Source: an optimization exercise on an open RTL-to-GDS flow (aim: small area and a short achievable clock period). Production flows keep margins and buffers that such runs may drop. No functional check of the RTL was part of any run shown here.

File: flow/config.mk
export PLATFORM = sky130hd
export DESIGN_NAME = CS
export DESIGN_NICKNAME = CS
export VERILOG_FILES = /design/flow/design.v
export SDC_FILE = /design/flow/constraint.sdc
export NUM_CORES = 4
export LEC_CHECK = 0
export CAP_MARGIN = 20
export CORE_MARGIN = 2
export CORE_UTILIZATION = 40
export CTS_BUF_LIST = sky130_fd_sc_hd__clkbuf_8
export SLEW_MARGIN = 20
export SYNTH_HIERARCHICAL = 1
export SYNTH_MINIMUM_KEEP_SIZE = 0
File: flow/constraint.sdc
create_clock -name core_clock -period 23.0 [get_ports {clk}]
set_input_delay 4.6000 -clock core_clock [delete_from_list [all_inputs] [get_ports {clk}]]
set_output_delay 4.6000 -clock core_clock [all_outputs]
set_load 0.01 [all_outputs]
File: flow/design.v
`timescale 1ns/10ps
module cs_fa(input a, input b, input c, output s, output co);
  assign s = a ^ b ^ c;
  assign co = (a & b) | (a & c) | (b & c);
endmodule
module cs_ha(input a, input b, output s, output co);
  assign s = a ^ b;
  assign co = a & b;
endmodule
module cs_hb(input a, input b, output s, output co);
  assign s = ~(a ^ b);
  assign co = a | b;
endmodule
module cs_xor(input a, input b, output y);
  assign y = a ^ b;
endmodule
module cs_xnor(input a, input b, output y);
  assign y = ~(a ^ b);
endmodule
module cs_maj(input a, input b, input c, output y);
  assign y = (a & b) | (a & c) | (b & c);
endmodule
module cs_and(input a, input b, output y);
  assign y = a & b;
endmodule
module cs_or(input a, input b, output y);
  assign y = a | b;
endmodule
module cs_inv(input a, output y);
  assign y = ~a;
endmodule
module cs_nand(input a, input b, output y);
  assign y = ~(a & b);
endmodule
module cs_orn(input a, input b, output y);
  assign y = a | ~b;
endmodule
module cs_o21a(input a, input b, input c, output y);
  assign y = (a | b) & c;
endmodule
module cs_nand3(input a, input b, input c, output y);
  assign y = ~(a & b & c);
endmodule
module cs_nor3(input a, input b, input c, output y);
  assign y = ~(a | b | c);
endmodule
module cs_or3(input a, input b, input c, output y);
  assign y = a | b | c;
endmodule
module cs_and9(input [8:0] a, output y, output ny);
  assign y = &a;
  assign ny = ~(&a);
endmodule
module cs_ao222i(input a0, input b0, input a1, input b1, input a2, input b2, output y);
  assign y = ~((a0 & b0) | (a1 & b1) | (a2 & b2));
endmodule
module cs_and3(input a, input b, input c, output y);
  assign y = a & b & c;
endmodule
module cs_o221a(input a1, input a2, input b1, input b2, input c, output y);
  assign y = (a1 | a2) & (b1 | b2) & c;
endmodule
module cs_mux(input s, input a, input b, output y);
  assign y = s ? b : a;
endmodule
module cs_ge(input [4:0] h, output g1, output g2);
  assign g1 = h[4] | (h[3] & (h[2] | h[1] | h[0]));
  assign g2 = h[4] & (h[3] | h[2] | h[1]);
endmodule
module cs_add5(input [4:0] a, input [4:0] b, output [4:0] s);
  assign s = a + b;
endmodule
module cs_add8(input [7:0] a, input [7:0] b, output [7:0] s);
  assign s = a + b;
endmodule
module cs_add13(input [12:0] a, input [12:0] b, output [12:0] s);
  assign s = a + b;
endmodule
module CS(Y, X, reset, clk);
input clk, reset;
input [7:0] X;
output reg [9:0] Y;
reg [3:0] count;                  
reg [7:0] w0, w1, w2, w3, w4, w5, w6, w7, w8;    
reg [7:0] q;                      
reg [3:0] r;                      
wire nz = (count != 4'd0);
wire [7:0] qz = q & {8{nz}};
wire [3:0] rz = r & {4{nz}};
always @(posedge clk) begin
  q <= qn; r <= rn;
end
wire full = (count == 4'd9);
wire en = full & ~reset;
wire [7:0] qn;
wire [3:0] rn;
wire [9:0] Yd;
always @(posedge clk) begin
  w0 <= X; w1 <= w0; w2 <= w1; w3 <= w2; w4 <= w3;
  w5 <= w4; w6 <= w5; w7 <= w6; w8 <= w7;
end
always @(posedge clk) begin
  if (reset) count <= 4'd0;
  else if (!full) count <= count + 4'd1;
end
always @(posedge clk) Y <= Yd;
wire n1, n2, n3, n4, n5, n6, n7, n8, n9, n10, n11, n12, n13, n14, n15, n16, n17, n18, n19, n20, n21, n22, n23, n24, n25, n26, n27, n28, n29, n30, n31, n32, n33, n34, n35, n36, n37, n38, n39, n40, n41, n42, n43, n44, n45, n46, n47, n48, n49, n50, n51, n52, n53, n54, n55, n56, n57, n58, n59, n60, n61, n62, n63, n64, n65, n66, n67, n68, n69, n70, n71, n72, n73, n74, n75, n76, n77, n78, n79, n80, n81, n82, n83, n84, n85, n86, n87, n88, n89, n90, n91, n92, n93, n94, n95, n96, n97, n98, n99, n100, n101, n102, n103, n104, n105, n106, n107, n108, n109, n110, n111, n112, n113, n114, n115, n116, n117, n118, n119, n120, n121, n122, n123, n124, n125, n126, n127, n128, n129, n130, n131, n132, n133, n134, n135, n136, n137, n138, n139, n140, n141, n142, n143, n144, n145, n146, n147, n148, n149, n150, n151, n152, n153, n154, n155, n156, n157, n158, n159, n160, n161, n162, n163, n164, n165, n166, n167, n168, n169, n170, n171, n172, n173, n174, n175, n176, n177, n178, n179, n180, n181, n182, n183, n184, n185, n186, n187, n188, n189, n190, n191, n192, n193, n194, n195, n196, n197, n198, n199, n200, n201, n202, n203, n204, n205, n206, n207, n208, n209, n210, n211, n212, n213, n214, n215, n216, n217, n218, n219, n220, n221, n222, n223, n224, n225, n226, n227, n228, n229, n230, n231, n232, n233, n234, n235, n236, n237, n238, n239, n240, n241, n242, n243, n244, n245, n246, n247, n248, n249, n250, n251, n252, n253, n254, n255, n256, n257, n258, n259, n260, n261, n262, n263, n264, n265, n266, n267, n268, n269, n270, n271, n272, n273, n274, n275, n276, n277, n278, n279, n280, n281, n282, n283, n284, n285, n286, n287, n288, n289, n290, n291, n292, n293, n294, n295, n296, n297, n298, n299, n300, n301, n302, n303, n304, n305, n306, n307, n308, n309, n310, n311, n312, n313, n314, n315, n316, n317, n318, n319, n320, n321, n322, n323, n324, n325, n326, n327, n328, n329, n330, n331, n332, n333, n334, n335, n336, n337, n338, n339, n340, n341, n342, n343, n344, n345, n346, n347, n348, n349, n350, n351, n352, n353, n354, n355, n356, n357, n358, n359, n360, n361, n362, n363, n364, n365, n366, n367, n368, n369, n370, n371, n372, n373, n374, n375, n376, n377, n378, n379, n380, n381, n382, n383, n384, n385, n386, n387, n388, n389, n390, n391, n392, n393, n394, n395, n396, n397, n398, n399, n400, n401, n402, n403, n404, n405, n406, n407, n408, n409, n410, n411, n412, n413, n414, n415, n416, n417, n418, n419, n420, n421, n422, n423, n424, n425, n426, n427, n428, n429, n430, n431, n432, n433, n434, n435, n436, n437, n438, n439, n440, n441, n442, n443;
cs_and u0 (.a(w8[0]), .b(full), .y(n1));
cs_and u1 (.a(w8[1]), .b(full), .y(n2));
cs_and u2 (.a(w8[2]), .b(full), .y(n3));
cs_and u3 (.a(w8[3]), .b(full), .y(n4));
cs_and u4 (.a(w8[4]), .b(full), .y(n5));
cs_and u5 (.a(w8[5]), .b(full), .y(n6));
cs_and u6 (.a(w8[6]), .b(full), .y(n7));
cs_and u7 (.a(w8[7]), .b(full), .y(n8));
cs_inv u8 (.a(n1), .y(n9));
cs_inv u9 (.a(n2), .y(n10));
cs_inv u10 (.a(n3), .y(n11));
cs_inv u11 (.a(n7), .y(n12));
cs_inv u12 (.a(n8), .y(n13));
cs_inv u13 (.a(rz[0]), .y(n14));
cs_fa u14 (.a(n14), .b(n4), .c(n9), .s(n15), .co(n16));
cs_fa u15 (.a(rz[1]), .b(rz[0]), .c(n5), .s(n17), .co(n18));
cs_fa u16 (.a(n10), .b(n13), .c(n17), .s(n19), .co(n20));
cs_fa u17 (.a(rz[2]), .b(n6), .c(n11), .s(n21), .co(n22));
cs_fa u18 (.a(n18), .b(n21), .c(n20), .s(n23), .co(n24));
cs_fa u19 (.a(rz[3]), .b(n22), .c(n24), .s(n25), .co(n26));
cs_ha u20 (.a(n12), .b(n15), .s(n27), .co(n28));
cs_fa u21 (.a(n16), .b(n19), .c(n28), .s(n29), .co(n30));
cs_ha u22 (.a(n23), .b(n30), .s(n31), .co(n32));
cs_ha u23 (.a(n25), .b(n32), .s(n33), .co(n34));
cs_xor u24 (.a(n26), .b(n34), .y(n35));
cs_ge u25 (.h({n35, n33, n31, n29, n27}), .g1(n36), .g2(n37));
cs_fa u26 (.a(n27), .b(n36), .c(n37), .s(n38), .co(n39));
cs_fa u27 (.a(n29), .b(n36), .c(n37), .s(n40), .co(n41));
cs_fa u28 (.a(n31), .b(n36), .c(n37), .s(n42), .co(n43));
cs_ha u29 (.a(n39), .b(n40), .s(n44), .co(n45));
cs_fa u30 (.a(n41), .b(n42), .c(n45), .s(n46), .co(n47));
cs_fa u31 (.a(n33), .b(n43), .c(n47), .s(n48), .co(n49));
cs_inv u32 (.a(X[3]), .y(n50));
cs_inv u33 (.a(X[4]), .y(n51));
cs_inv u34 (.a(X[5]), .y(n52));
cs_ha u35 (.a(n38), .b(X[0]), .s(n53), .co(n54));
cs_fa u36 (.a(X[1]), .b(X[7]), .c(n51), .s(n55), .co(n56));
cs_ha u37 (.a(X[2]), .b(n52), .s(n57), .co(n58));
cs_ha u38 (.a(X[6]), .b(n50), .s(n59), .co(n60));
cs_fa u39 (.a(n44), .b(n54), .c(n55), .s(n61), .co(n62));
cs_fa u40 (.a(n57), .b(n56), .c(n46), .s(n63), .co(n64));
cs_ha u41 (.a(n58), .b(n48), .s(n65), .co(n66));
cs_add5 u42 (.a({n66, n65, n63, n61, n53}), .b({1'b0, n64, n62, n60, n59}), .s({n71, n70, n69, n68, n67}));
cs_ge u43 (.h({n71, n70, n69, n68, n67}), .g1(n72), .g2(n73));
cs_fa u44 (.a(n67), .b(n72), .c(n73), .s(n74), .co(n75));
cs_fa u45 (.a(n68), .b(n72), .c(n73), .s(n76), .co(n77));
cs_fa u46 (.a(n69), .b(n72), .c(n73), .s(n78), .co(n79));
cs_ha u47 (.a(n75), .b(n76), .s(n80), .co(n81));
cs_fa u48 (.a(n77), .b(n78), .c(n81), .s(n82), .co(n83));
cs_fa u49 (.a(n70), .b(n79), .c(n83), .s(n84), .co(n85));
cs_inv u50 (.a(n4), .y(n86));
cs_inv u51 (.a(n5), .y(n87));
cs_inv u52 (.a(n6), .y(n88));
cs_inv u53 (.a(qz[1]), .y(n89));
cs_inv u54 (.a(qz[5]), .y(n90));
cs_inv u55 (.a(qz[6]), .y(n91));
cs_inv u56 (.a(qz[7]), .y(n92));
cs_fa u57 (.a(qz[0]), .b(n86), .c(n12), .s(n93), .co(n94));
cs_ha u58 (.a(n36), .b(n37), .s(n95), .co(n96));
cs_fa u59 (.a(n89), .b(n87), .c(n12), .s(n97), .co(n98));
cs_ha u60 (.a(n13), .b(X[4]), .s(n99), .co(n100));
cs_fa u61 (.a(qz[2]), .b(qz[1]), .c(n88), .s(n101), .co(n102));
cs_fa u62 (.a(n12), .b(n13), .c(X[5]), .s(n103), .co(n104));
cs_fa u63 (.a(n93), .b(n95), .c(X[3]), .s(n105), .co(n106));
cs_fa u64 (.a(n97), .b(n94), .c(n96), .s(n107), .co(n108));
cs_ha u65 (.a(X[6]), .b(X[7]), .s(n109), .co(n110));
cs_fa u66 (.a(n101), .b(n98), .c(X[6]), .s(n111), .co(n112));
cs_fa u67 (.a(X[7]), .b(n100), .c(n103), .s(n113), .co(n114));
cs_fa u68 (.a(qz[3]), .b(n13), .c(n102), .s(n115), .co(n116));
cs_ha u69 (.a(X[7]), .b(n104), .s(n117), .co(n118));
cs_ha u70 (.a(X[6]), .b(n105), .s(n119), .co(n120));
cs_fa u71 (.a(n107), .b(n99), .c(n109), .s(n121), .co(n122));
cs_fa u72 (.a(n108), .b(n110), .c(n111), .s(n123), .co(n124));
cs_fa u73 (.a(n115), .b(n112), .c(n117), .s(n125), .co(n126));
cs_ha u74 (.a(qz[4]), .b(n116), .s(n127), .co(n128));
cs_ha u75 (.a(n119), .b(n72), .s(n129), .co(n130));
cs_fa u76 (.a(n106), .b(n121), .c(n120), .s(n131), .co(n132));
cs_fa u77 (.a(n122), .b(n113), .c(n123), .s(n133), .co(n134));
cs_fa u78 (.a(n114), .b(n124), .c(n125), .s(n135), .co(n136));
cs_fa u79 (.a(n127), .b(n118), .c(n126), .s(n137), .co(n138));
cs_ha u80 (.a(n90), .b(n128), .s(n139), .co(n140));
cs_ha u81 (.a(qz[5]), .b(n91), .s(n141), .co(n142));
cs_ha u82 (.a(qz[6]), .b(n92), .s(n143), .co(n144));
cs_add8 u83 (.a({n143, n141, n139, n137, n135, n133, n131, n73}), .b({n142, n140, n138, n136, n134, n132, n130, n129}), .s({n152, n151, n150, n149, n148, n147, n146, n145}));
cs_inv u84 (.a(q[0]), .y(n153));
cs_inv u85 (.a(q[1]), .y(n154));
cs_inv u86 (.a(q[2]), .y(n155));
cs_inv u87 (.a(q[3]), .y(n156));
cs_inv u88 (.a(q[4]), .y(n157));
cs_inv u89 (.a(q[5]), .y(n158));
cs_inv u90 (.a(q[6]), .y(n159));
cs_inv u91 (.a(q[7]), .y(n160));
cs_and u92 (.a(w0[0]), .b(n153), .y(n161));
cs_maj u93 (.a(w0[1]), .b(n154), .c(n161), .y(n162));
cs_maj u94 (.a(w0[2]), .b(n155), .c(n162), .y(n163));
cs_maj u95 (.a(w0[3]), .b(n156), .c(n163), .y(n164));
cs_maj u96 (.a(w0[4]), .b(n157), .c(n164), .y(n165));
cs_maj u97 (.a(w0[5]), .b(n158), .c(n165), .y(n166));
cs_maj u98 (.a(w0[6]), .b(n159), .c(n166), .y(n167));
cs_maj u99 (.a(w0[7]), .b(n160), .c(n167), .y(n168));
cs_and u100 (.a(w1[0]), .b(n153), .y(n169));
cs_maj u101 (.a(w1[1]), .b(n154), .c(n169), .y(n170));
cs_maj u102 (.a(w1[2]), .b(n155), .c(n170), .y(n171));
cs_maj u103 (.a(w1[3]), .b(n156), .c(n171), .y(n172));
cs_maj u104 (.a(w1[4]), .b(n157), .c(n172), .y(n173));
cs_maj u105 (.a(w1[5]), .b(n158), .c(n173), .y(n174));
cs_maj u106 (.a(w1[6]), .b(n159), .c(n174), .y(n175));
cs_maj u107 (.a(w1[7]), .b(n160), .c(n175), .y(n176));
cs_and u108 (.a(w2[0]), .b(n153), .y(n177));
cs_maj u109 (.a(w2[1]), .b(n154), .c(n177), .y(n178));
cs_maj u110 (.a(w2[2]), .b(n155), .c(n178), .y(n179));
cs_maj u111 (.a(w2[3]), .b(n156), .c(n179), .y(n180));
cs_maj u112 (.a(w2[4]), .b(n157), .c(n180), .y(n181));
cs_maj u113 (.a(w2[5]), .b(n158), .c(n181), .y(n182));
cs_maj u114 (.a(w2[6]), .b(n159), .c(n182), .y(n183));
cs_maj u115 (.a(w2[7]), .b(n160), .c(n183), .y(n184));
cs_and u116 (.a(w3[0]), .b(n153), .y(n185));
cs_maj u117 (.a(w3[1]), .b(n154), .c(n185), .y(n186));
cs_maj u118 (.a(w3[2]), .b(n155), .c(n186), .y(n187));
cs_maj u119 (.a(w3[3]), .b(n156), .c(n187), .y(n188));
cs_maj u120 (.a(w3[4]), .b(n157), .c(n188), .y(n189));
cs_maj u121 (.a(w3[5]), .b(n158), .c(n189), .y(n190));
cs_maj u122 (.a(w3[6]), .b(n159), .c(n190), .y(n191));
cs_maj u123 (.a(w3[7]), .b(n160), .c(n191), .y(n192));
cs_and u124 (.a(w4[0]), .b(n153), .y(n193));
cs_maj u125 (.a(w4[1]), .b(n154), .c(n193), .y(n194));
cs_maj u126 (.a(w4[2]), .b(n155), .c(n194), .y(n195));
cs_maj u127 (.a(w4[3]), .b(n156), .c(n195), .y(n196));
cs_maj u128 (.a(w4[4]), .b(n157), .c(n196), .y(n197));
cs_maj u129 (.a(w4[5]), .b(n158), .c(n197), .y(n198));
cs_maj u130 (.a(w4[6]), .b(n159), .c(n198), .y(n199));
cs_maj u131 (.a(w4[7]), .b(n160), .c(n199), .y(n200));
cs_and u132 (.a(w5[0]), .b(n153), .y(n201));
cs_maj u133 (.a(w5[1]), .b(n154), .c(n201), .y(n202));
cs_maj u134 (.a(w5[2]), .b(n155), .c(n202), .y(n203));
cs_maj u135 (.a(w5[3]), .b(n156), .c(n203), .y(n204));
cs_maj u136 (.a(w5[4]), .b(n157), .c(n204), .y(n205));
cs_maj u137 (.a(w5[5]), .b(n158), .c(n205), .y(n206));
cs_maj u138 (.a(w5[6]), .b(n159), .c(n206), .y(n207));
cs_maj u139 (.a(w5[7]), .b(n160), .c(n207), .y(n208));
cs_and u140 (.a(w6[0]), .b(n153), .y(n209));
cs_maj u141 (.a(w6[1]), .b(n154), .c(n209), .y(n210));
cs_maj u142 (.a(w6[2]), .b(n155), .c(n210), .y(n211));
cs_maj u143 (.a(w6[3]), .b(n156), .c(n211), .y(n212));
cs_maj u144 (.a(w6[4]), .b(n157), .c(n212), .y(n213));
cs_maj u145 (.a(w6[5]), .b(n158), .c(n213), .y(n214));
cs_maj u146 (.a(w6[6]), .b(n159), .c(n214), .y(n215));
cs_maj u147 (.a(w6[7]), .b(n160), .c(n215), .y(n216));
cs_and u148 (.a(w7[0]), .b(n153), .y(n217));
cs_maj u149 (.a(w7[1]), .b(n154), .c(n217), .y(n218));
cs_maj u150 (.a(w7[2]), .b(n155), .c(n218), .y(n219));
cs_maj u151 (.a(w7[3]), .b(n156), .c(n219), .y(n220));
cs_maj u152 (.a(w7[4]), .b(n157), .c(n220), .y(n221));
cs_maj u153 (.a(w7[5]), .b(n158), .c(n221), .y(n222));
cs_maj u154 (.a(w7[6]), .b(n159), .c(n222), .y(n223));
cs_maj u155 (.a(w7[7]), .b(n160), .c(n223), .y(n224));
cs_and u156 (.a(w8[0]), .b(n153), .y(n225));
cs_maj u157 (.a(w8[1]), .b(n154), .c(n225), .y(n226));
cs_maj u158 (.a(w8[2]), .b(n155), .c(n226), .y(n227));
cs_maj u159 (.a(w8[3]), .b(n156), .c(n227), .y(n228));
cs_maj u160 (.a(w8[4]), .b(n157), .c(n228), .y(n229));
cs_maj u161 (.a(w8[5]), .b(n158), .c(n229), .y(n230));
cs_maj u162 (.a(w8[6]), .b(n159), .c(n230), .y(n231));
cs_maj u163 (.a(w8[7]), .b(n160), .c(n231), .y(n232));
cs_inv u164 (.a(n168), .y(n233));
cs_inv u165 (.a(n176), .y(n234));
cs_inv u166 (.a(n184), .y(n235));
cs_inv u167 (.a(n192), .y(n236));
cs_inv u168 (.a(n200), .y(n237));
cs_inv u169 (.a(n208), .y(n238));
cs_inv u170 (.a(n216), .y(n239));
cs_inv u171 (.a(n224), .y(n240));
cs_inv u172 (.a(n232), .y(n241));
cs_and u173 (.a(w0[7]), .b(w0[6]), .y(n242));
cs_and u174 (.a(w1[7]), .b(w1[6]), .y(n243));
cs_and u175 (.a(w2[7]), .b(w2[6]), .y(n244));
cs_and u176 (.a(w3[7]), .b(w3[6]), .y(n245));
cs_and u177 (.a(w4[7]), .b(w4[6]), .y(n246));
cs_and u178 (.a(w5[7]), .b(w5[6]), .y(n247));
cs_and u179 (.a(w6[7]), .b(w6[6]), .y(n248));
cs_and u180 (.a(w7[7]), .b(w7[6]), .y(n249));
cs_and u181 (.a(w8[7]), .b(w8[6]), .y(n250));
cs_ao222i u182 (.a0(n233), .b0(w0[7]), .a1(n234), .b1(w1[7]), .a2(n235), .b2(w2[7]), .y(n251));
cs_ao222i u183 (.a0(n236), .b0(w3[7]), .a1(n237), .b1(w4[7]), .a2(n238), .b2(w5[7]), .y(n252));
cs_ao222i u184 (.a0(n239), .b0(w6[7]), .a1(n240), .b1(w7[7]), .a2(n241), .b2(w8[7]), .y(n253));
cs_and3 u185 (.a(n251), .b(n252), .c(n253), .y(n254));
cs_nand3 u186 (.a(n251), .b(n252), .c(n253), .y(n255));
cs_ao222i u187 (.a0(n233), .b0(n242), .a1(n234), .b1(n243), .a2(n235), .b2(n244), .y(n256));
cs_ao222i u188 (.a0(n236), .b0(n245), .a1(n237), .b1(n246), .a2(n238), .b2(n247), .y(n257));
cs_ao222i u189 (.a0(n239), .b0(n248), .a1(n240), .b1(n249), .a2(n241), .b2(n250), .y(n258));
cs_and3 u190 (.a(n256), .b(n257), .c(n258), .y(n259));
cs_nand3 u191 (.a(n256), .b(n257), .c(n258), .y(n260));
cs_ao222i u192 (.a0(n233), .b0(w0[6]), .a1(n234), .b1(w1[6]), .a2(n235), .b2(w2[6]), .y(n261));
cs_ao222i u193 (.a0(n236), .b0(w3[6]), .a1(n237), .b1(w4[6]), .a2(n238), .b2(w5[6]), .y(n262));
cs_ao222i u194 (.a0(n239), .b0(w6[6]), .a1(n240), .b1(w7[6]), .a2(n241), .b2(w8[6]), .y(n263));
cs_and3 u195 (.a(n261), .b(n262), .c(n263), .y(n264));
cs_nand3 u196 (.a(n261), .b(n262), .c(n263), .y(n265));
cs_o21a u197 (.a(n255), .b(n264), .c(n259), .y(n266));
cs_inv u198 (.a(n266), .y(n267));
cs_o221a u199 (.a1(w0[7]), .a2(n254), .b1(w0[6]), .b2(n266), .c(n233), .y(n268));
cs_o221a u200 (.a1(w1[7]), .a2(n254), .b1(w1[6]), .b2(n266), .c(n234), .y(n269));
cs_o221a u201 (.a1(w2[7]), .a2(n254), .b1(w2[6]), .b2(n266), .c(n235), .y(n270));
cs_o221a u202 (.a1(w3[7]), .a2(n254), .b1(w3[6]), .b2(n266), .c(n236), .y(n271));
cs_o221a u203 (.a1(w4[7]), .a2(n254), .b1(w4[6]), .b2(n266), .c(n237), .y(n272));
cs_o221a u204 (.a1(w5[7]), .a2(n254), .b1(w5[6]), .b2(n266), .c(n238), .y(n273));
cs_o221a u205 (.a1(w6[7]), .a2(n254), .b1(w6[6]), .b2(n266), .c(n239), .y(n274));
cs_o221a u206 (.a1(w7[7]), .a2(n254), .b1(w7[6]), .b2(n266), .c(n240), .y(n275));
cs_o221a u207 (.a1(w8[7]), .a2(n254), .b1(w8[6]), .b2(n266), .c(n241), .y(n276));
cs_and u208 (.a(w0[5]), .b(w0[4]), .y(n277));
cs_and u209 (.a(w1[5]), .b(w1[4]), .y(n278));
cs_and u210 (.a(w2[5]), .b(w2[4]), .y(n279));
cs_and u211 (.a(w3[5]), .b(w3[4]), .y(n280));
cs_and u212 (.a(w4[5]), .b(w4[4]), .y(n281));
cs_and u213 (.a(w5[5]), .b(w5[4]), .y(n282));
cs_and u214 (.a(w6[5]), .b(w6[4]), .y(n283));
cs_and u215 (.a(w7[5]), .b(w7[4]), .y(n284));
cs_and u216 (.a(w8[5]), .b(w8[4]), .y(n285));
cs_ao222i u217 (.a0(n268), .b0(w0[5]), .a1(n269), .b1(w1[5]), .a2(n270), .b2(w2[5]), .y(n286));
cs_ao222i u218 (.a0(n271), .b0(w3[5]), .a1(n272), .b1(w4[5]), .a2(n273), .b2(w5[5]), .y(n287));
cs_ao222i u219 (.a0(n274), .b0(w6[5]), .a1(n275), .b1(w7[5]), .a2(n276), .b2(w8[5]), .y(n288));
cs_and3 u220 (.a(n286), .b(n287), .c(n288), .y(n289));
cs_nand3 u221 (.a(n286), .b(n287), .c(n288), .y(n290));
cs_ao222i u222 (.a0(n268), .b0(n277), .a1(n269), .b1(n278), .a2(n270), .b2(n279), .y(n291));
cs_ao222i u223 (.a0(n271), .b0(n280), .a1(n272), .b1(n281), .a2(n273), .b2(n282), .y(n292));
cs_ao222i u224 (.a0(n274), .b0(n283), .a1(n275), .b1(n284), .a2(n276), .b2(n285), .y(n293));
cs_and3 u225 (.a(n291), .b(n292), .c(n293), .y(n294));
cs_nand3 u226 (.a(n291), .b(n292), .c(n293), .y(n295));
cs_ao222i u227 (.a0(n268), .b0(w0[4]), .a1(n269), .b1(w1[4]), .a2(n270), .b2(w2[4]), .y(n296));
cs_ao222i u228 (.a0(n271), .b0(w3[4]), .a1(n272), .b1(w4[4]), .a2(n273), .b2(w5[4]), .y(n297));
cs_ao222i u229 (.a0(n274), .b0(w6[4]), .a1(n275), .b1(w7[4]), .a2(n276), .b2(w8[4]), .y(n298));
cs_and3 u230 (.a(n296), .b(n297), .c(n298), .y(n299));
cs_nand3 u231 (.a(n296), .b(n297), .c(n298), .y(n300));
cs_o21a u232 (.a(n290), .b(n299), .c(n294), .y(n301));
cs_inv u233 (.a(n301), .y(n302));
cs_o221a u234 (.a1(w0[5]), .a2(n289), .b1(w0[4]), .b2(n301), .c(n268), .y(n303));
cs_o221a u235 (.a1(w1[5]), .a2(n289), .b1(w1[4]), .b2(n301), .c(n269), .y(n304));
cs_o221a u236 (.a1(w2[5]), .a2(n289), .b1(w2[4]), .b2(n301), .c(n270), .y(n305));
cs_o221a u237 (.a1(w3[5]), .a2(n289), .b1(w3[4]), .b2(n301), .c(n271), .y(n306));
cs_o221a u238 (.a1(w4[5]), .a2(n289), .b1(w4[4]), .b2(n301), .c(n272), .y(n307));
cs_o221a u239 (.a1(w5[5]), .a2(n289), .b1(w5[4]), .b2(n301), .c(n273), .y(n308));
cs_o221a u240 (.a1(w6[5]), .a2(n289), .b1(w6[4]), .b2(n301), .c(n274), .y(n309));
cs_o221a u241 (.a1(w7[5]), .a2(n289), .b1(w7[4]), .b2(n301), .c(n275), .y(n310));
cs_o221a u242 (.a1(w8[5]), .a2(n289), .b1(w8[4]), .b2(n301), .c(n276), .y(n311));
cs_and u243 (.a(w0[3]), .b(w0[2]), .y(n312));
cs_and u244 (.a(w1[3]), .b(w1[2]), .y(n313));
cs_and u245 (.a(w2[3]), .b(w2[2]), .y(n314));
cs_and u246 (.a(w3[3]), .b(w3[2]), .y(n315));
cs_and u247 (.a(w4[3]), .b(w4[2]), .y(n316));
cs_and u248 (.a(w5[3]), .b(w5[2]), .y(n317));
cs_and u249 (.a(w6[3]), .b(w6[2]), .y(n318));
cs_and u250 (.a(w7[3]), .b(w7[2]), .y(n319));
cs_and u251 (.a(w8[3]), .b(w8[2]), .y(n320));
cs_ao222i u252 (.a0(n303), .b0(w0[3]), .a1(n304), .b1(w1[3]), .a2(n305), .b2(w2[3]), .y(n321));
cs_ao222i u253 (.a0(n306), .b0(w3[3]), .a1(n307), .b1(w4[3]), .a2(n308), .b2(w5[3]), .y(n322));
cs_ao222i u254 (.a0(n309), .b0(w6[3]), .a1(n310), .b1(w7[3]), .a2(n311), .b2(w8[3]), .y(n323));
cs_and3 u255 (.a(n321), .b(n322), .c(n323), .y(n324));
cs_nand3 u256 (.a(n321), .b(n322), .c(n323), .y(n325));
cs_ao222i u257 (.a0(n303), .b0(n312), .a1(n304), .b1(n313), .a2(n305), .b2(n314), .y(n326));
cs_ao222i u258 (.a0(n306), .b0(n315), .a1(n307), .b1(n316), .a2(n308), .b2(n317), .y(n327));
cs_ao222i u259 (.a0(n309), .b0(n318), .a1(n310), .b1(n319), .a2(n311), .b2(n320), .y(n328));
cs_and3 u260 (.a(n326), .b(n327), .c(n328), .y(n329));
cs_nand3 u261 (.a(n326), .b(n327), .c(n328), .y(n330));
cs_ao222i u262 (.a0(n303), .b0(w0[2]), .a1(n304), .b1(w1[2]), .a2(n305), .b2(w2[2]), .y(n331));
cs_ao222i u263 (.a0(n306), .b0(w3[2]), .a1(n307), .b1(w4[2]), .a2(n308), .b2(w5[2]), .y(n332));
cs_ao222i u264 (.a0(n309), .b0(w6[2]), .a1(n310), .b1(w7[2]), .a2(n311), .b2(w8[2]), .y(n333));
cs_and3 u265 (.a(n331), .b(n332), .c(n333), .y(n334));
cs_nand3 u266 (.a(n331), .b(n332), .c(n333), .y(n335));
cs_o21a u267 (.a(n325), .b(n334), .c(n329), .y(n336));
cs_inv u268 (.a(n336), .y(n337));
cs_o221a u269 (.a1(w0[3]), .a2(n324), .b1(w0[2]), .b2(n336), .c(n303), .y(n338));
cs_o221a u270 (.a1(w1[3]), .a2(n324), .b1(w1[2]), .b2(n336), .c(n304), .y(n339));
cs_o221a u271 (.a1(w2[3]), .a2(n324), .b1(w2[2]), .b2(n336), .c(n305), .y(n340));
cs_o221a u272 (.a1(w3[3]), .a2(n324), .b1(w3[2]), .b2(n336), .c(n306), .y(n341));
cs_o221a u273 (.a1(w4[3]), .a2(n324), .b1(w4[2]), .b2(n336), .c(n307), .y(n342));
cs_o221a u274 (.a1(w5[3]), .a2(n324), .b1(w5[2]), .b2(n336), .c(n308), .y(n343));
cs_o221a u275 (.a1(w6[3]), .a2(n324), .b1(w6[2]), .b2(n336), .c(n309), .y(n344));
cs_o221a u276 (.a1(w7[3]), .a2(n324), .b1(w7[2]), .b2(n336), .c(n310), .y(n345));
cs_o221a u277 (.a1(w8[3]), .a2(n324), .b1(w8[2]), .b2(n336), .c(n311), .y(n346));
cs_and u278 (.a(w0[1]), .b(w0[0]), .y(n347));
cs_and u279 (.a(w1[1]), .b(w1[0]), .y(n348));
cs_and u280 (.a(w2[1]), .b(w2[0]), .y(n349));
cs_and u281 (.a(w3[1]), .b(w3[0]), .y(n350));
cs_and u282 (.a(w4[1]), .b(w4[0]), .y(n351));
cs_and u283 (.a(w5[1]), .b(w5[0]), .y(n352));
cs_and u284 (.a(w6[1]), .b(w6[0]), .y(n353));
cs_and u285 (.a(w7[1]), .b(w7[0]), .y(n354));
cs_and u286 (.a(w8[1]), .b(w8[0]), .y(n355));
cs_ao222i u287 (.a0(n338), .b0(w0[1]), .a1(n339), .b1(w1[1]), .a2(n340), .b2(w2[1]), .y(n356));
cs_ao222i u288 (.a0(n341), .b0(w3[1]), .a1(n342), .b1(w4[1]), .a2(n343), .b2(w5[1]), .y(n357));
cs_ao222i u289 (.a0(n344), .b0(w6[1]), .a1(n345), .b1(w7[1]), .a2(n346), .b2(w8[1]), .y(n358));
cs_and3 u290 (.a(n356), .b(n357), .c(n358), .y(n359));
cs_nand3 u291 (.a(n356), .b(n357), .c(n358), .y(n360));
cs_ao222i u292 (.a0(n338), .b0(n347), .a1(n339), .b1(n348), .a2(n340), .b2(n349), .y(n361));
cs_ao222i u293 (.a0(n341), .b0(n350), .a1(n342), .b1(n351), .a2(n343), .b2(n352), .y(n362));
cs_ao222i u294 (.a0(n344), .b0(n353), .a1(n345), .b1(n354), .a2(n346), .b2(n355), .y(n363));
cs_and3 u295 (.a(n361), .b(n362), .c(n363), .y(n364));
cs_nand3 u296 (.a(n361), .b(n362), .c(n363), .y(n365));
cs_ao222i u297 (.a0(n338), .b0(w0[0]), .a1(n339), .b1(w1[0]), .a2(n340), .b2(w2[0]), .y(n366));
cs_ao222i u298 (.a0(n341), .b0(w3[0]), .a1(n342), .b1(w4[0]), .a2(n343), .b2(w5[0]), .y(n367));
cs_ao222i u299 (.a0(n344), .b0(w6[0]), .a1(n345), .b1(w7[0]), .a2(n346), .b2(w8[0]), .y(n368));
cs_and3 u300 (.a(n366), .b(n367), .c(n368), .y(n369));
cs_nand3 u301 (.a(n366), .b(n367), .c(n368), .y(n370));
cs_o21a u302 (.a(n360), .b(n369), .c(n364), .y(n371));
cs_inv u303 (.a(n371), .y(n372));
cs_fa u304 (.a(q[0]), .b(q[3]), .c(r[3]), .s(n373), .co(n374));
cs_fa u305 (.a(q[1]), .b(q[4]), .c(n374), .s(n375), .co(n376));
cs_fa u306 (.a(q[2]), .b(q[5]), .c(n376), .s(n377), .co(n378));
cs_fa u307 (.a(q[3]), .b(q[6]), .c(n378), .s(n379), .co(n380));
cs_fa u308 (.a(q[4]), .b(q[7]), .c(n380), .s(n381), .co(n382));
cs_ha u309 (.a(q[0]), .b(r[0]), .s(n383), .co(n384));
cs_fa u310 (.a(q[1]), .b(r[1]), .c(n384), .s(n385), .co(n386));
cs_fa u311 (.a(q[2]), .b(r[2]), .c(n386), .s(n387), .co(n388));
cs_ha u312 (.a(n373), .b(n388), .s(n389), .co(n390));
cs_ha u313 (.a(n375), .b(n390), .s(n391), .co(n392));
cs_ha u314 (.a(n377), .b(n392), .s(n393), .co(n394));
cs_ha u315 (.a(n379), .b(n394), .s(n395), .co(n396));
cs_ha u316 (.a(n381), .b(n396), .s(n397), .co(n398));
cs_fa u317 (.a(q[5]), .b(n382), .c(n398), .s(n399), .co(n400));
cs_ha u318 (.a(q[6]), .b(n400), .s(n401), .co(n402));
cs_ha u319 (.a(q[7]), .b(n402), .s(n403), .co(n404));
cs_ha u320 (.a(n389), .b(n325), .s(n405), .co(n406));
cs_fa u321 (.a(n391), .b(n302), .c(n360), .s(n407), .co(n408));
cs_fa u322 (.a(n393), .b(n290), .c(n337), .s(n409), .co(n410));
cs_fa u323 (.a(n395), .b(n267), .c(n325), .s(n411), .co(n412));
cs_fa u324 (.a(n397), .b(n255), .c(n302), .s(n413), .co(n414));
cs_ha u325 (.a(n399), .b(n290), .s(n415), .co(n416));
cs_ha u326 (.a(n401), .b(n267), .s(n417), .co(n418));
cs_ha u327 (.a(n255), .b(n403), .s(n419), .co(n420));
cs_add13 u328 (.a({1'b0, n404, n419, n417, n415, n413, n411, n409, n407, n372, n387, n385, n383}), .b({1'b0, n420, n418, n416, n414, n412, n410, n408, n406, n405, n337, n360, n372}), .s({n433, n432, n431, n430, n429, n428, n427, n426, n425, n424, n423, n422, n421}));
cs_and u329 (.a(n424), .b(en), .y(n434));
cs_and u330 (.a(n425), .b(en), .y(n435));
cs_and u331 (.a(n426), .b(en), .y(n436));
cs_and u332 (.a(n427), .b(en), .y(n437));
cs_and u333 (.a(n428), .b(en), .y(n438));
cs_and u334 (.a(n429), .b(en), .y(n439));
cs_and u335 (.a(n430), .b(en), .y(n440));
cs_and u336 (.a(n431), .b(en), .y(n441));
cs_and u337 (.a(n432), .b(en), .y(n442));
cs_and u338 (.a(n433), .b(en), .y(n443));
assign qn[0] = n145;
assign qn[1] = n146;
assign qn[2] = n147;
assign qn[3] = n148;
assign qn[4] = n149;
assign qn[5] = n150;
assign qn[6] = n151;
assign qn[7] = n152;
assign rn[0] = n74;
assign rn[1] = n80;
assign rn[2] = n82;
assign rn[3] = n84;
assign Yd[0] = n434;
assign Yd[1] = n435;
assign Yd[2] = n436;
assign Yd[3] = n437;
assign Yd[4] = n438;
assign Yd[5] = n439;
assign Yd[6] = n440;
assign Yd[7] = n441;
assign Yd[8] = n442;
assign Yd[9] = n443;
endmodule
File: flow/flow/run.sh
#!/bin/bash
# The standard layout (standard.sh), with two changes to how it is made:
#  - ORFS's timing repair aims at a setup slack of 13.5 ns at the design's clock
#    period (SETUP_SLACK_MARGIN), so repair_timing sizes and buffers critical paths;
#  - every input and output port still gets a buffer, of cell sky130_fd_sc_hd__buf_2.
set -e
export SETUP_SLACK_MARGIN=13.5
export BUFFER_PORTS_ARGS="-buffer_cell sky130_fd_sc_hd__buf_2"
bash standard.sh > standard.log 2>&1
File: flow/standard.sh
#!/bin/bash
# synth_recipe.tcl (not shown) runs the flow's synth.tcl, then flattens the netlist and writes it again
# the make line also repeats each setting of config.mk as NAME=value (left out here)
make -C /OpenROAD-flow-scripts/flow DESIGN_CONFIG=/design/flow/config.mk WORK_HOME=/design/flow/orfs CLKGATE_MAP_FILE= SYNTH_SCRIPT=/design/flow/synth_recipe.tcl "${@:-finish}"
==> results of run 1 <==
cell usage in the layout (no fill, tap or decap), drive strengths merged, types with 13 or more instances in the layout:
master / instances
o221a: 27
a21oi: 20
xnor2: 14
fa: 51
ha: 57
and2: 63
and3: 13
maj3: 63
inv: 52
dfxtp: 98
a222oi: 36
nor2: 14
nor2b: 14
buf: 23
area by class of cell:
cell class | instances | area [um^2]
clock buffers | 9 | 124
clock inverters | 5 | 86.3
fillers | 1508 | 9070
inverters | 50 | 191
multi-input cells | 449 | 4560
flip-flops and latches | 98 | 1970
well taps | 220 | 275
repair buffers | 23 | 125
repair inverters | 1 | 7.51
worst paths after layout:
kind                                    start  slack [ps]            end  cells past startpoint
worst min-delay path            w2[0]$_DFF_P_         380  w3[0]$_DFF_P_                      0
worst min register to register  w2[0]$_DFF_P_         380  w3[0]$_DFF_P_                      0
worst max register to register   q[0]$_DFF_P_       13930   Y[9]$_DFF_P_                     32
worst max-delay path             q[0]$_DFF_P_       13930   Y[9]$_DFF_P_                     32
flip-flops by register name, indices dropped and copies added, names as in the netlist:
name,cells
w3,8
w6,8
Y,10
w2,8
w0,8
w5,8
w7,8
r,4
w8,8
q,8
w4,8
w1,8
count,4
per-layer routing:
layer	wire length, um	vias up	part of all wire, %	global-route usage, %
met5	0	-	0	0
met4	244	0	1.6	4.48
met3	748	16	4.9	4.48
met2	7350	122	48	29.1
met1	6970	2415	46	23.7
li1	-	2280	-	-
stage by stage:
step / instance area, um^2 / hold WS, ps
detailed placement: 7030 / 375
CTS: 7270 / 384
global placement: 7030 / 369
global route: 7330 / 397
finish: 7330 / 380
floorplan: 6670 / 354
worst max-delay path, delay by kind of cell, from the launching register on:
family | cells | cell delay (ps)
buf+inv | 2 | 210
xor+xnor | 1 | 140
compound gates | 13 | 3860
simple gates | 7 | 1260
flops | 1 | 410
fa+ha+maj | 9 | 3060
what timing repair did:
item                                    in CTS  in global routing
endpoints found under the setup margin       7                  7
cloned                                       0                  1
resized for setup                            4                 15
buffers inserted                             2                  2
pin swaps                                    4                  6
==> metrics.yaml, run 1 <==
cap_viol_max_count: 0
crit_fanout: 10
final_hold_viol_count: 0
cts_sinks: 98
dp_slack_ps: 13020
slew_viol_final: 0
wl_per_cell_um: 17.9
finalSetupViolations: 0
place_congestion: 0.888
antenna_left: 0
fin_cells: 855
antenna_found_initial: 0
min_period_ps: 9070
io_pins: 20
clock_latency_ps: 390
layout-drive-gt1-share_pct: 19.8
vias_per_cell: 5.65
drt_iter0_drc: 494
io_buffers: 19
worstPathArrival_ps: 9360
period_share_pct: 39.4
first_global_vias: 4966
wl_um: 15300
rsz0062_at_grt: "false"
core-area_um2: 16400
mappedNetlistArea_um2: 6660
grt_max_degree: 17
start_util_pct: 40.6
worst_slew_pin_slew_ps: 746
syn-mean-instance-area_um2: 11.2
outcome: "finished clean"
antenna_cells: 0
relSlewSlack_pct: 50.0
end_kind: "flop"
grt_pass1_wl_um: 25300
yosys_warnings: 7
skew_ps: 7.84
critPathLaunchType: "flop"
area_growth_syn_to_layout_pct: 10.1
tns_ps: 0
cts_buffer_depth: 2
critPathKind: "flop to flop"
firstDrtPassIters: 5
required_ps: 23290
hp-class: "flop to flop"
hpwl_um: 12200
utilization_pct: 44.7
crit_top_cell: "maj3_2"
h-tree-depth: 3
gr-total-overflow: 0
max_freq_mhz: 110
cts_tree: "built"
fp.dieW_um: 133
fin_nets: 750
cts_root_buf: "clkbuf_8"
drc: 0
cpPeakStageDelay_ps: 540
postSynthCellCount: 596
clk_pin_slew_ps: 100
track_usage_pct: 17.8
rows: 47
dp_cells: 836
vias: 4833
critPathSlowestCell: "fa_1"
cts_hold_buffers: 0
dieHeight_um: 133
cts_made_buffers: 9
die-area_um2: 17700
timing.final.ws_setup_ps: 13930
==> inputs of run 2 (changes only) <==
--- a/flow/config.mk
+++ b/flow/config.mk
@@ -7,7 +7,7 @@
 export LEC_CHECK = 0
 export CAP_MARGIN = 20
 export CORE_MARGIN = 2
-export CORE_UTILIZATION = 40
+export CORE_UTILIZATION = 60
 export CTS_BUF_LIST = sky130_fd_sc_hd__clkbuf_8
 export SLEW_MARGIN = 20
 export SYNTH_HIERARCHICAL = 1
==> run 2 against run 1 <==
Sequential share of layout area about the same; non-clock buffer count increased by 6; first-iteration DRC count decreased by 3.8%; count of clock-buffer cells in the layout unchanged; utilization increased by 23 points; setup slack got worse by 120 ps.
==> metrics.yaml, run 2 <==
wl_um: 15000
rows: 38
cts_tree: "built"
layout_common_cells: "96 x dfxtp_1, 63 x and2_1, 63 x maj3_2"
hold_ws_ps: 389
largest_reg_flops: 10
crit_family: "compound AO/OA/AOI/OAI gates"
cts_made_buffers: 9
max_freq_mhz: 109
io_buffers: 19
met2_wirelength_um: 7410
clock_latency_ps: 380
required_ps: 23280
cap_viol_max_count: 0
firstDrtPassIters: 7
crit_fanout: 10
first_global_vias: 4877
rsz0062_at_grt: "false"
track_usage_pct: 26.8
dieHeight_um: 109
critPathKind: "flop to flop"
fill_cells: 807
cp_num_buf_inv: 3
skew_ps: 13.9
drt_iter0_drc: 475
gr-total-overflow: 0
finalSetupViolations: 0
crit_top_cell: "maj3_2"
antenna_cells: 0
vias: 4821
wl_met3_um: 690
core-area_um2: 10800
fin_nets: 757
end_kind: "flop"
postSynthCellCount: 596
cts_root_buf: "clkbuf_8"
h-tree-depth: 3
min_period_ps: 9180
cts_buffer_depth: 2
worstPathArrival_ps: 9470
slew_viol_final: 0
cts_sinks: 98
io_pins: 20
startpoint: "q[0]$_DFF_P_"
hpwl_um: 11600
drc: 0
antenna_found_initial: 0
yosys_warnings: 7
wl_per_cell_um: 19.2
fp.dieW_um: 109
layout-drive-gt1-share_pct: 22.4
place_congestion: 0.924
outcome: "finished clean"
start_util_pct: 61.4
regMostFlops: "Y"
die-area_um2: 12000
utilization_pct: 67.5
period_share_pct: 39.9
top_layer_used: "met4"
cts_hold_buffers: 0
syn-mean-instance-area_um2: 11.2
grt_pass1_wl_um: 24700
vias_per_cell: 6.16
cpPeakStageDelay_ps: 630
tns_ps: 0
area_growth_syn_to_layout_pct: 9.92
grt_max_degree: 17
clk_pin_slew_ps: 90
mappedNetlistArea_um2: 6660
regToRegSetupSlack_ps: 13820
antenna_left: 0
hold_path.startpoint: "w4[0]$_DFF_P_"
critPathSlowestCell: "fa_1"
r2r-start: "q[0]$_DFF_P_"
register_area_um2: 1970
multi_input_area_um2: 4640
wl_met1_um: 6570
final_hold_viol_count: 0
critPathLaunchType: "flop"
layout_commonest_cell: "dfxtp_1"
hp-class: "flop to flop"
## run 2: per-layer routing
layer | vias to the layer above | global-route usage [%]
li1 | 2291 | -
met1 | 2376 | 35.0
met2 | 129 | 44.8
met3 | 25 | 5.81
met4 | 0 | 7.87
met5 | - | 0
## run 2: layout make-up
type                    count  share of cell area [%]
clock buffers               9                    1.69
well taps                 140                    2.39
multi-input cells         450                    63.4
flip-flops and latches     98                    26.9
inverters                  50                    2.67
repair inverters            1                   0.103
repair buffers             29                    2.29
clock inverters             6                   0.598
## run 2: stage by stage
step / std cells / cell area (um^2) / setup slack [ps]
final: 783 / 7320 / 13820
after detailed placement: 757 / 6940 / 13110
after global routing: 783 / 7320 / 13500
after global placement: 757 / 6940 / 13340
after CTS: 773 / 7120 / 13540
after floorplan: 598 / 6670 / 14470
## run 2: final timing paths
| path | endpoint | cells after the start |
|---|---|---|
| worst min-delay path | w5[0]$_DFF_P_ | 0 |
| worst max register to register | Y[9]$_DFF_P_ | 33 |
| worst min register to register | w5[0]$_DFF_P_ | 0 |
| worst max-delay path | Y[9]$_DFF_P_ | 33 |
## run 2: timing repair
| item | CTS | global route |
|---|---|---|
| pin swaps | 5 | 14 |
| resized for setup | 4 | 28 |
| setup buffers | 1 | 8 |
| endpoints found under the setup margin | 6 | 8 |
| cloned | 0 | 2 |
==> inputs of run 3 (changes only) <==
--- a/flow/config.mk
+++ b/flow/config.mk
@@ -7,8 +7,10 @@
 export LEC_CHECK = 0
 export CAP_MARGIN = 20
 export CORE_MARGIN = 2
-export CORE_UTILIZATION = 60
+export CORE_UTILIZATION = 40
 export CTS_BUF_LIST = sky130_fd_sc_hd__clkbuf_8
+export CTS_CLUSTER_DIAMETER = 150
+export CTS_CLUSTER_SIZE = 40
 export SLEW_MARGIN = 20
 export SYNTH_HIERARCHICAL = 1
 export SYNTH_MINIMUM_KEEP_SIZE = 0
==> run 3 against run 2 <==
Utilization fell by 23 points; critical endpoint unchanged; wire length rose by 2.1%; via count rose by 0.25%.
==> metrics.yaml, run 3 <==
firstDrtPassIters: 5
rr_worst_depth: 32
finalSetupViolations: 0
layout_common_cells: "96 x dfxtp_1, 63 x and2_1, 63 x maj3_2"
final_area_um2: 7330
cpPeakStageDelay_ps: 540
mappedNetlistArea_um2: 6660
worstPathArrival_ps: 9360
drc: 0
fin_nets: 750
fill_cells: 1508
io_buffers: 19
whs_path_depth: 0
place_congestion: 0.888
period_share_pct: 39.4
fin_cells: 855
rsz0062_at_grt: "false"
grt_max_degree: 17
fp.dieW_um: 133
cts_buffer_depth: 2
h-tree-depth: 3
area_growth_syn_to_layout_pct: 10.1
syn-mean-instance-area_um2: 11.2
required_ps: 23290
hp-class: "flop to flop"
r2r-start: "q[0]$_DFF_P_"
cts_sinks: 98
cap_viol_max_count: 0
cp_num_buf_inv: 2
gr-total-overflow: 0
critPathSlowestCell: "fa_1"
antenna_cells: 0
regToRegSetupSlack_ps: 13930
placed_area_um2: 7030
rows: 47
wl_per_cell_um: 17.9
start_util_pct: 40.6
slew_viol_final: 0
final_hold_viol_count: 0
dieHeight_um: 133
track_usage_pct: 17.8
largest_reg_flops: 10
hpwl_um: 12200
first_global_vias: 4966
clock_latency_ps: 390
end_kind: "flop"
io_pins: 20
timing.final.ws_setup_ps: 13930
dp_cells: 836
crit_top_cell: "maj3_2"
r2r-end: "Y[9]$_DFF_P_"
grt_pass1_wl_um: 25300
hold_ws_ps: 380
cts_made_buffers: 9
layout_commonest_cell: "dfxtp_1"
die-area_um2: 17700
wl_um: 15300
critPathLaunchType: "flop"
utilization_pct: 44.7
tns_ps: 0
core-area_um2: 16400
postSynthCellCount: 596
yosys_warnings: 7
min_period_ps: 9070
crit_fanout: 10
skew_ps: 7.84
max_freq_mhz: 110
drt_iter0_drc: 494
vias: 4833
antenna_found_initial: 0
clk_pin_slew_ps: 100
crit_family: "compound AO/OA/AOI/OAI gates"
dp_slack_ps: 13020
holdPathEnd: "w3[0]$_DFF_P_"
regMostFlops: "Y"
layout-drive-gt1-share_pct: 19.8
antenna_left: 0
cts_hold_buffers: 0
hold_path.startpoint: "w2[0]$_DFF_P_"
cts_root_buf: "clkbuf_8"
cts_tree: "built"
critPathKind: "flop to flop"
relSlewSlack_pct: 50.0
worst_slew_pin_slew_ps: 746
outcome: "finished clean"
vias_per_cell: 5.65
## run 3: worst max path at each step
stage,from,end,depth (start not counted)
4_1_cts,q[0]$_DFF_P_,Y[8]$_DFF_P_,32
6_report,q[0]$_DFF_P_,Y[9]$_DFF_P_,32
3_5_place_dp,q[0]$_DFF_P_,Y[8]$_DFF_P_,32
5_1_grt,q[0]$_DFF_P_,Y[8]$_DFF_P_,32
3_3_place_gp,q[0]$_DFF_P_,Y[8]$_DFF_P_,32
2_1_floorplan,X[1],r[3]$_DFF_P_,13
## run 3: layer usage
layer	wire length, um	GRT usage, %	up-vias	part of all wire [%]
met2	7350	29.1	122	48
met5	0	0	-	0
met3	748	4.48	16	4.9
met4	244	4.48	0	1.6
li1	-	-	2280	-
met1	6970	23.7	2415	46
## run 3: area by class of cell
cell class / instances / area [um^2] / area share [%]
multi-input combinational: 449 / 4560 / 62.1
sequential: 98 / 1970 / 26.8
tap: 220 / 275 / 3.75
inverter: 50 / 191 / 2.61
timing repair buffer: 23 / 125 / 1.71
clock buffer: 9 / 124 / 1.69
clock inverter: 5 / 86.3 / 1.18
timing repair inverter: 1 / 7.51 / 0.102
## run 3: repair_timing
item                       CTS  global route
resized for setup            4            15
setup endpoints to repair    7             7
cloned                       0             1
pin swaps                    4             6
buffers inserted             2             2

[static timing again, ports no longer ideal]
The results above use ideal ports. As a check the final layouts listed here were re-extracted and re-timed, cells and wires unchanged. Step 1 assumes that a clkbuf_16 drives the clock port and a buf_2 every other input. Step 2, shift: input delay + t, output delay - t, t = (earliest + latest rising clock arrival at the registers) / 2. This alone moves slack from input paths to output paths. Three values: ideal ports, drivers, drivers and shift; two values: the first two.
run	t, ns	setup slack, ns	worst setup path at the end	cell pins on the clock port's net
run 1	0.427	13.934 / 13.934 / 13.934	register to register	1
run 2	0.411	13.816 / 13.816 / 13.816	register to register	1
run 3	0.427	13.934 / 13.934 / 13.934	register to register	1
After both steps setup and hold are still met in every run listed.
